This design comes from an exercise in tuning for small area, a short achievable clock period and few clock cycles on the open sky130 flow, not from production work. Function was not checked in any run shown here: the RTL went through the layout flow alone. The flow treats the clock pin as an ideal source. Dropping or thinning the clock tree relies on that and would not hold on a real chip. Power and IR drop assume default switching activity.

## flow/design.v (module list and top-level ports; edited modules follow where they fit)
// module conv2d_3x3_lb: 1102 lines
// module fa3: 10 lines
// module ha2: 9 lines
// module xo2: 7 lines
module conv2d_3x3_lb #(
    parameter MAX_W = 16
)(
    input         clk,
    input         reset,
    input         start,
    input  [7:0]  base_a,
    input  [7:0]  base_b,
    input  [7:0]  base_c,
    input  [4:0]  tile_w,    
    input  [4:0]  tile_h,    
    output reg    busy,
    output reg    done,
    output            a_en,
    output            a_we,          
    output reg  [7:0] a_addr,
    output      [31:0] a_di,         
    input       [31:0] a_dout,
    output            b_en,
    output            b_we,          
    output reg  [7:0] b_addr,
    output      [31:0] b_di,         
    input       [31:0] b_dout,
    output            c_en,
    output            c_we,
    output reg  [7:0] c_addr,
    output reg [31:0] c_di,
    input       [31:0] c_dout        
);
  // ...
==> flow/flow/run.sh <==
#!/bin/bash
# Standard ORFS layout (the standard.sh, unchanged synthesis), with
# timing repair aimed well below the clock period, plain buffers on the ports
# instead of delay buffers, and a two-level clock tree (see post_cts.tcl).
set -euo pipefail
here=$(pwd)
bash standard.sh \
  SETUP_SLACK_MARGIN=11 \
  BUFFER_PORTS_ARGS="-buffer_cell sky130_fd_sc_hd__buf_2" \
  CTS_ARGS="-sink_clustering_enable -repair_clock_nets -sink_clustering_size 30 -sink_clustering_max_diameter 150 -dont_use_dummy_load" \
  POST_CTS_TCL="$here/flow/post_cts.tcl" \
  finish > standard.log 2>&1
==> flow/flow/post_cts.tcl <==
# Runs at the end of ORFS's CTS step (POST_CTS_TCL hook).
# TritonCTS builds a root buffer, H-tree buffers and leaf (sink cluster)
# buffers. This design has few registers, so the H-tree level is removed: the
# root buffer drives every leaf buffer directly. Every register's clock still
# comes through two clkbuf_16, with nearly the same latency for all of them.
set block [ord::get_db_block]
set clk_net [[$block findBTerm clk] getNet]
proc is_clkbuf {inst} {
  return [string match "sky130_fd_sc_hd__clkbuf_*" [[$inst getMaster] getName]]
}
set root ""
set leaves {}
set middles {}
foreach inst [$block getInsts] {
  if {![is_clkbuf $inst]} { continue }
  set out [[$inst findITerm X] getNet]
  set in [[$inst findITerm A] getNet]
  if {$out == "NULL" || $in == "NULL"} { continue }
  if {[$out getSigType] != "CLOCK"} { continue }
  if {[$in getName] == [$clk_net getName]} { set root $inst; continue }
  set drives_buf 0
  foreach it [$out getITerms] {
    if {[$it isInputSignal] && [is_clkbuf [$it getInst]]} { set drives_buf 1 }
  }
  if {$drives_buf} { lappend middles $inst } else { lappend leaves $inst }
}
puts "post_cts: root [expr {$root == "" ? "none" : [$root getName]}], [llength $middles] middle buffers, [llength $leaves] leaf buffers"
if {$root != "" && [llength $middles] >= 1 && [llength $leaves] <= 12} {
  set root_net [[$root findITerm X] getNet]
  foreach inst $leaves {
    set a [$inst findITerm A]
    $a disconnect
    $a connect $root_net
  }
  foreach inst $middles {
    set out [[$inst findITerm X] getNet]
    odb::dbInst_destroy $inst
    if {[llength [$out getITerms]] == 0} { odb::dbNet_destroy $out }
  }
  puts "post_cts: the root buffer now drives the leaf buffers directly"
  estimate_parasitics -placement
  repair_timing_helper
  detailed_placement
  check_placement -verbose
  report_clock_latency
}
==> flow/standard.sh <==
#!/bin/bash
# synth_recipe.tcl (not shown) runs the flow's synth.tcl, then flattens the netlist and writes it again
# the make line also repeats each setting of config.mk as NAME=value (left out here)
make -C /OpenROAD-flow-scripts/flow DESIGN_CONFIG=/design/flow/config.mk WORK_HOME=/design/flow/orfs CLKGATE_MAP_FILE= SYNTH_SCRIPT=/design/flow/synth_recipe.tcl "${@:-finish}"
==> flow/config.mk <==
export PLATFORM = sky130hd
export DESIGN_NAME = conv2d_3x3_lb
export DESIGN_NICKNAME = conv2d_3x3_lb
export VERILOG_FILES = /design/flow/design.v
export SDC_FILE = /design/flow/constraint.sdc
export NUM_CORES = 4
export LEC_CHECK = 0
export CAP_MARGIN = 20
export CORE_MARGIN = 2
export CORE_UTILIZATION = 40
export SLEW_MARGIN = 20
export SYNTH_HIERARCHICAL = 1
export SYNTH_MINIMUM_KEEP_SIZE = 0
==> flow/constraint.sdc <==
create_clock -name core_clock -period 15.0 [get_ports {clk}]
set_input_delay 3.0000 -clock core_clock [delete_from_list [all_inputs] [get_ports {clk}]]
set_output_delay 3.0000 -clock core_clock [all_outputs]
set_load 0.01 [all_outputs]
==> summary.md, run 1 <==
The flow ran to the end and the layout has no timing, DRC or antenna violations. The total negative slack for setup checks was 0 ps; the area of the core was 46,700 µm². Once detail routing completed, the nets flagged for antenna violations numbered 0. After detailed routing, the number of remaining DRC violations is 0. Launching element of the worst setup path: a_addr[2]. The logs give 607 for the total number of tap cells and 10,950 ps for the final worst-path setup slack. Highest-delay cell along the critical path: edfxtp_1. Yosys instantiated no cell more often than xnor2_1.

The met2 capacity usage during global routing is 0.370. The min-delay analysis places its worst path in the category flop to flop. The total count of max-transition violations in the final report was 0. By count the netlist is led by xnor2_1 (301), a22oi_1 (256), fa_1 (253), dfxtp_1 (175), clkbuf_1 (121).

The final-layout non-clock buffer area share was 0.114. The switching share of power was 0.450. For the hold violation count in the final report, the log shows 0. The first detailed-routing pass took 18 iterations.

In the final design database the tool counted 2,349 nets. Area share of fa/ha/maj cells after synthesis: 0.315. Leaving out fill and tap cells, the most frequent cell in the layout is xnor2_1.

Average wire per standard cell: 21.9 µm. The run gives 19,000 µm² as the combined area of all synthesized cells. The most crowded layer after global routing is met2.

The number of antenna diodes in the final layout is 3. Once detailed placement completed, the half-perimeter wirelength came to 35.7 mm. The largest power group was combinational cells. The layout inverter count without the clock tree was 49; the achievable frequency was 247 MHz. Summing all placed instances gives a cell area of 20,100 µm². The post-synthesis area per instance is 10.9 µm², and the worst-case setup slack after placement is 10,390 ps.

Excluding fillers, the count of instances in the completed layout stands at 2,498. The first global-routing pass estimated 83.6 mm of wire. The share of the final layout cell area in multi-input gates is 0.610.

Launch instance of the worst min-delay path: f2. The tools report the critical path data arrival time as 1050 ps. For the via count of the first global-routing pass, the log shows 14,700.
==> run 2, diff against run 1 <==
--- a/flow/design.v
+++ b/flow/design.v
@@ -1022,16 +1022,23 @@
   wire adG51 = ad_g[18] | (ad_p[18] & adG39);
   wire adG52 = ad_g[20] | (ad_p[20] & adG34);
   wire adG53 = ad_g[22] | (ad_p[22] & adG40);
   wire adG54 = ad_g[24] | (ad_p[24] & adG32);
   wire adG55 = ad_g[26] | (ad_p[26] & adG41);
   wire adG56 = ad_g[28] | (ad_p[28] & adG35);
   wire adG57 = ad_g[30] | (ad_p[30] & adG42);
   assign acc_next = ad_p ^ {adG57, adG42, adG56, adG35, adG55, adG41, adG54, adG32, adG53, adG40, adG52, adG34, adG51, adG39, adG50, adG29, adG49, adG38, adG48, adG33, adG47, adG37, adG46, adG25, adG45, adG36, adG44, adG17, adG43, adG1, ad_g[0], 1'b0};
+    wire go      = !busy && start;
+    wire win_end = (kj == 2'd2) && (ki == 2'd2);
+    always @(posedge clk) begin
+        a_addr <= go ? base_a : a_addr + a_step;
+        b_addr <= (go || win_end) ? base_b : b_addr + 8'd1;
+        c_addr <= go ? base_c : c_addr + {7'd0, wr_en};
+    end
     always @(posedge clk) begin
         A_r   <= a_dout;
         bneg  <= enc_neg;
         bone  <= enc_one;
         btwo  <= enc_two;
         p_s   <= nxt_s;
         p_c   <= nxt_c;
         c_di  <= acc_next;
@@ -1043,54 +1050,44 @@
         if (reset) begin
             busy  <= 1'b0;
             done  <= 1'b0;
             rd_en <= 1'b0;
             wr_en <= 1'b0;
             l1 <= 1'b0; l2 <= 1'b0; l3 <= 1'b0;
         end else begin
             done  <= 1'b0;
-            l1    <= rd_en && (kj == 2'd2) && (ki == 2'd2);
+            l1    <= rd_en && win_end;
             l2    <= l1;
             l3    <= l2;
             wr_en <= l3;
             if (!busy) begin
                 if (start) begin
                     busy    <= 1'b1;
                     rd_en   <= 1'b1;
-                    a_addr  <= base_a;
-                    b_addr  <= base_b;
-                    c_addr  <= base_c;
                     kj      <= 2'd0;
                     ki      <= 2'd0;
                     ox_left <= tile_w - 5'd3;
                     oy_left <= tile_h - 5'd3;
                     wr      <= tile_w;
                 end
             end else begin
-                if (wr_en) begin
-                    c_addr <= c_addr + 8'd1;
-                    if (!rd_en && !l3) begin
-                        busy <= 1'b0;
-                        done <= 1'b1;
-                    end
+                if (wr_en && !rd_en && !l3) begin
+                    busy <= 1'b0;
+                    done <= 1'b1;
                 end
                 if (rd_en) begin
-                    a_addr <= a_addr + a_step;
                     if (kj != 2'd2) begin
                         kj     <= kj + 2'd1;
-                        b_addr <= b_addr + 8'd1;
                     end else if (ki != 2'd2) begin
                         kj     <= 2'd0;
                         ki     <= ki + 2'd1;
-                        b_addr <= b_addr + 8'd1;
                     end else begin
                         kj     <= 2'd0;
                         ki     <= 2'd0;
-                        b_addr <= base_b;
                         if (!row_end) begin
                             ox_left <= ox_left - 5'd1;
                         end else begin
                             ox_left <= wr - 5'd3;
                             if (oy_left == 5'd0)
                                 rd_en <= 1'b0;
                             else
                                 oy_left <= oy_left - 5'd1;
==> run 2 against run 1 <==
Effect of this change:
- still clean on timing, DRC and antenna
- routed wire length decreased by 1.1%
- first-iteration DRC count rose by 2.2%
- synthesized cell count is 1.1% higher
- critical endpoint is now p_c[29]
- largest power group unchanged
==> summary.md, run 2 <==
Layout-stage area growth over the synthesis result: 17.7% (was 17.2%). The weighted congestion at the end of routability-driven global placement is 0.875 (was 0.873). The run gives 2,357 (was 2,349) as the number of nets at the end of the flow. Leakage power of the design: 8.68 nW (was 8.76 nW). The most repeated cell in the gate-level netlist after synthesis is xnor2_1 (unchanged).

Die span in x: 221 µm (was 222 µm). Regs by FF count: A_r: 32 flops, c_di: 32 flops, p_s: 32 flops (unchanged). The initial detailed-routing violation count was 1,217 (was 1,191); the combined area of all synthesized cells was 18,800 µm² (was 19,000 µm²). The sink count of the clock tree is 218 (unchanged).

The worst slew slack as a fraction of its limit was 0.595 (was 0.472); the y dimension of the die was 221 µm (was 222 µm). The largest fanout of any net on the critical path was 32 (was 2); the total number of vias was 13,800 (was 13,700). Setup repair after global routing could not meet its margin everywhere. The logs give 0 (unchanged) for the total count of max-transition violations in the final report and 2,429 (was 2,411) for the post-placement cell count. The area occupied by registers came out at 4750 µm² (was 4950 µm²). The post-synthesis area per instance is 10.6 µm² (was 10.9 µm²), and the share of async-settable or async-resettable flops after synthesis is 0 (unchanged). The largest net degree at the start of global routing is 33 (was 55), and the per-cell via count in the routed design is 5.49 (was 5.47). Largest area contributor in the netlist: fa_1 (unchanged). The run gives 81.7 mm (was 83.6 mm) as the wire length of the first global-routing pass.

The final period utilization is 0.266 (was 0.270). The number of top-level pins was 261 (unchanged). The required time of the worst setup path is 15,330 ps (was 12,000 ps), and the via count of the first global-routing pass is 14,300 (was 14,700).

The setup clock skew after layout is 53.9 ps (was 49.0 ps), and the share of layout cells above drive strength 1 is 0.235 (was 0.228). The transition at the pin with the smallest max-transition slack was 608 ps (was 792 ps). The run gives 46,500 µm² (was 46,700 µm²) as the area of the core. The multi-input gate area in the final layout came out at 13,700 µm² (was 13,600 µm²). The floorplan row count was 79 (unchanged); the peak supply drop was 0.131 mV (was 0.157 mV). The instance count of the mapped netlist was 1,764 (was 1,744); the clock slew seen by the registers of the worst setup and hold paths was 120 ps (about the same).

The time the final worst path needs with I/O delays and setup came out at 3990 ps (was 4050 ps). The initial core utilization was 0.404 (was 0.407); the hold violation count in the final report was 0 (unchanged). For the max-cap violation count, the log shows 0 (unchanged). The die area is 48,700 µm² (was 49,200 µm²), and the number of enable-type register cells in the synthesized netlist is 19 (was 43). Worst setup path category: flop to flop (was flop to output pin).

The tools report the final instance area as 22,100 µm² (was 22,200 µm²). The tools report the final hold slack as 323 ps (was 340 ps). The stage delay of the slowest cell on the critical path is 520 ps (was 440 ps), and the sum of net half-perimeters after detailed placement is 35.2 mm (was 35.7 mm). The type of the tightest min-delay check is flop to flop (unchanged). For the sequential cell area fraction in the yosys report, the log shows 0.243 (was 0.253). Leading cell types in the layout, fill and taps excluded: xnor2_1 (294), fa_1 (243), a22oi_1 (241), buf_2 (126), dfxtp_1 (102) (was xnor2_1 (290), fa_1 (236), a22oi_1 (234), buf_2 (155), dfxtp_1 (110)).

The logs give 0 (unchanged) for the overall overflow remaining after global route and 0.223 (was 0.220) for the total global-route track usage. Leading cell types by total area after synthesis: fa_1 (27%), dfxtp_1 (21%), xnor2_1 (14%) (was fa_1 (27%), dfxtp_1 (18%), xnor2_1 (14%)). The achievable frequency came out at 250 MHz (was 247 MHz). The number of setup violations in the final report was 0 (unchanged).

Most common flop cell mapped by yosys: dfxtp_1 (unchanged). The number of distinct library cell variants in the gate-level netlist after synthesis is 53 (was 49), and the clock latency on the worst-skew pair is 440 ps (about the same). The run gives 54.0 mm (was 54.6 mm) as the total detailed-routing wirelength. The highest-delay cell along the critical path is fa_1 (was edfxtp_1).

Detailed-routing iteration count for the pre-antenna-repair pass: 7 (was 18). The filler cell count was 4,278 (was 4,220); the final worst-path setup slack was 11,010 ps (was 10,950 ps). The commonest non-fill, non-tap cell in the layout is xnor2_1 (unchanged). The run gives 4330 ps (was 1050 ps) as the critical path data arrival time. Among the stages of the critical path, the cell type that occurs most often is fa_1.

The initial antenna violation count came out at 4 (was 1). Most common library cells after synthesis: xnor2_1 (299), a22oi_1 (256), fa_1 (253), dfxtp_1 (199), clkbuf_1 (128) (was xnor2_1 (301), a22oi_1 (256), fa_1 (253), dfxtp_1 (175), clkbuf_1 (121)). The total power divided by cell area was 218 nW/µm² (was 212 nW/µm²). The critical path launch point type was a flop (unchanged).

The number of synthesized register bits works out to 218 (unchanged). For the worst-case setup slack after placement, the log shows 10,350 ps (was 10,390 ps). The top cell type's share of synthesized area is 0.270 (was 0.267), and the register-to-register setup slack is 11,010 ps (about the same). The average wire per standard cell is 21.6 µm (was 21.9 µm), and the total negative slack for setup checks is 0 ps (unchanged). The logs give 0.476 (about the same) for the core occupancy in the finished layout and 19,900 µm² (was 20,100 µm²) for the cell area reported after detailed placement. The remaining number of nets flagged by the antenna check after routing is 0 (unchanged), and the number of cells in the finished layout apart from fillers is 2,504 (was 2,498). The count of buffers from port buffering came out at 162 (unchanged). The overall power after layout was 4.81 mW (was 4.71 mW); the post-detailed-route DRC marker count was 0 (unchanged).

The run finished with no timing, DRC or antenna violations. The number of warnings reported in the yosys synthesis log came out at 7 (unchanged). Ordered list of cells on the worst path: buf_12 > nand2_1 > xnor2_1 > fa_1 > fa_2 > fa_1 > fa_1 > fa_1 > fa_1 > ha_1 (was buf_2).

The critical path capture point type was a flop (was an output pin).
## run 2: cell count changes after synthesis, moves of 6 or more
cell and change:
edfxtp_1 -24, dfxtp_1 +24, clkbuf_1 +7, o21ai_0 -14, nand2_1 +20, o21ai_1 +24
inv_1 -6, mux2_2 -7
## run 2: path summary, 6_finish.rpt
check	depth (start not counted)	endpoint	start
max	10	p_c[29]	A_r[0]
max reg2reg	10	p_c[29]	A_r[0]
min	0	f3	f2
min reg2reg	0	f3	f2
## run 2: modules after synthesis, one instance, submodules excluded
module         area [µm²]  times used  cells inside
ha2                  12.5          19             1
xo2                  8.76          29             1
conv2d_3x3_lb       13500           1          1479
fa3                  20.0         237             1
## run 2: area by class of cell
cell class,instances,share of cell area
antenna,2,0.000226
clock buffer,9,0.0102
inverter,44,0.00747
multi-input combinational,1359,0.618
sequential,218,0.215
tap,607,0.0344
timing repair buffer,265,0.115
## run 2: cells by family (layout without fill, tap and decap cells)
group | count (synthesis) | count (layout) | synth area share
AO/OA/AOI/OAI | 371 | 371 | 0.140
multiplexers | 2 | 2 | 0.00113
adder cells (fa/ha/maj) | 327 | 327 | 0.319
buffers and inverters | 263 | 318 | 0.0662
XOR/XNOR | 369 | 369 | 0.172
flip-flops | 218 | 218 | 0.243
AND/OR/NAND/NOR | 213 | 213 | 0.0588
other | 1 | 79 | 0.000200
## run 2: power breakdown
part           leakage, nW  switching (mW)  internal, mW
Sequential            1.86           0.115         0.852
Clock                0.111           0.184         0.109
Combinational         6.71            1.81          1.74
## run 2: critical path, delay by kind of cell (launching register included)
family | cells | cell delay (ps)
xor+xnor | 1 | 320
fa+ha+maj | 7 | 2920
flops | 1 | 350
buf+inv | 1 | 230
simple gates | 1 | 90
## run 2: per-layer routing
layer | vias up | GRT usage | wire (µm)
li1 | 6046 | - | -
met1 | 6880 | 0.292 | 22100
met2 | 716 | 0.355 | 25000
met3 | 104 | 0.0564 | 5140
met4 | 4 | 0.0829 | 1710
met5 | - | 0 | 21

[separate check: timing with driven ports]
In the flow no input, the clock included, has a driving cell. The finished layouts below were timed again as built, in two steps.
Step 1, drivers: a clkbuf_16 drives clk and a buf_2 each remaining input, both assumed.
Step 2, shift: input delay + t, output delay - t, t = (earliest + latest rising clock arrival at the registers) / 2. This alone moves slack from input paths to output paths.
Three values: ideal ports, drivers, drivers and shift; two values: the first two.
run	shift t [ns]	setup WS [ns]	hold WS [ns]	clock arrival spread, ns	worst register clock-pin slew, ns
run 1	0.475	10.953 / 10.896 / 10.722	0.340 / 0.340 / 0.340	0.052 / 0.052	0.12 / 0.12
run 2	0.465	11.006 / 11.006 / 10.674	0.323 / 0.323 / 0.323	0.054 / 0.054	0.12 / 0.12
After both steps setup and hold are still met in every run listed. The setup slack of run 2, which loses most, moves by 0.000 ns with the drivers and by -0.332 ns with both steps.
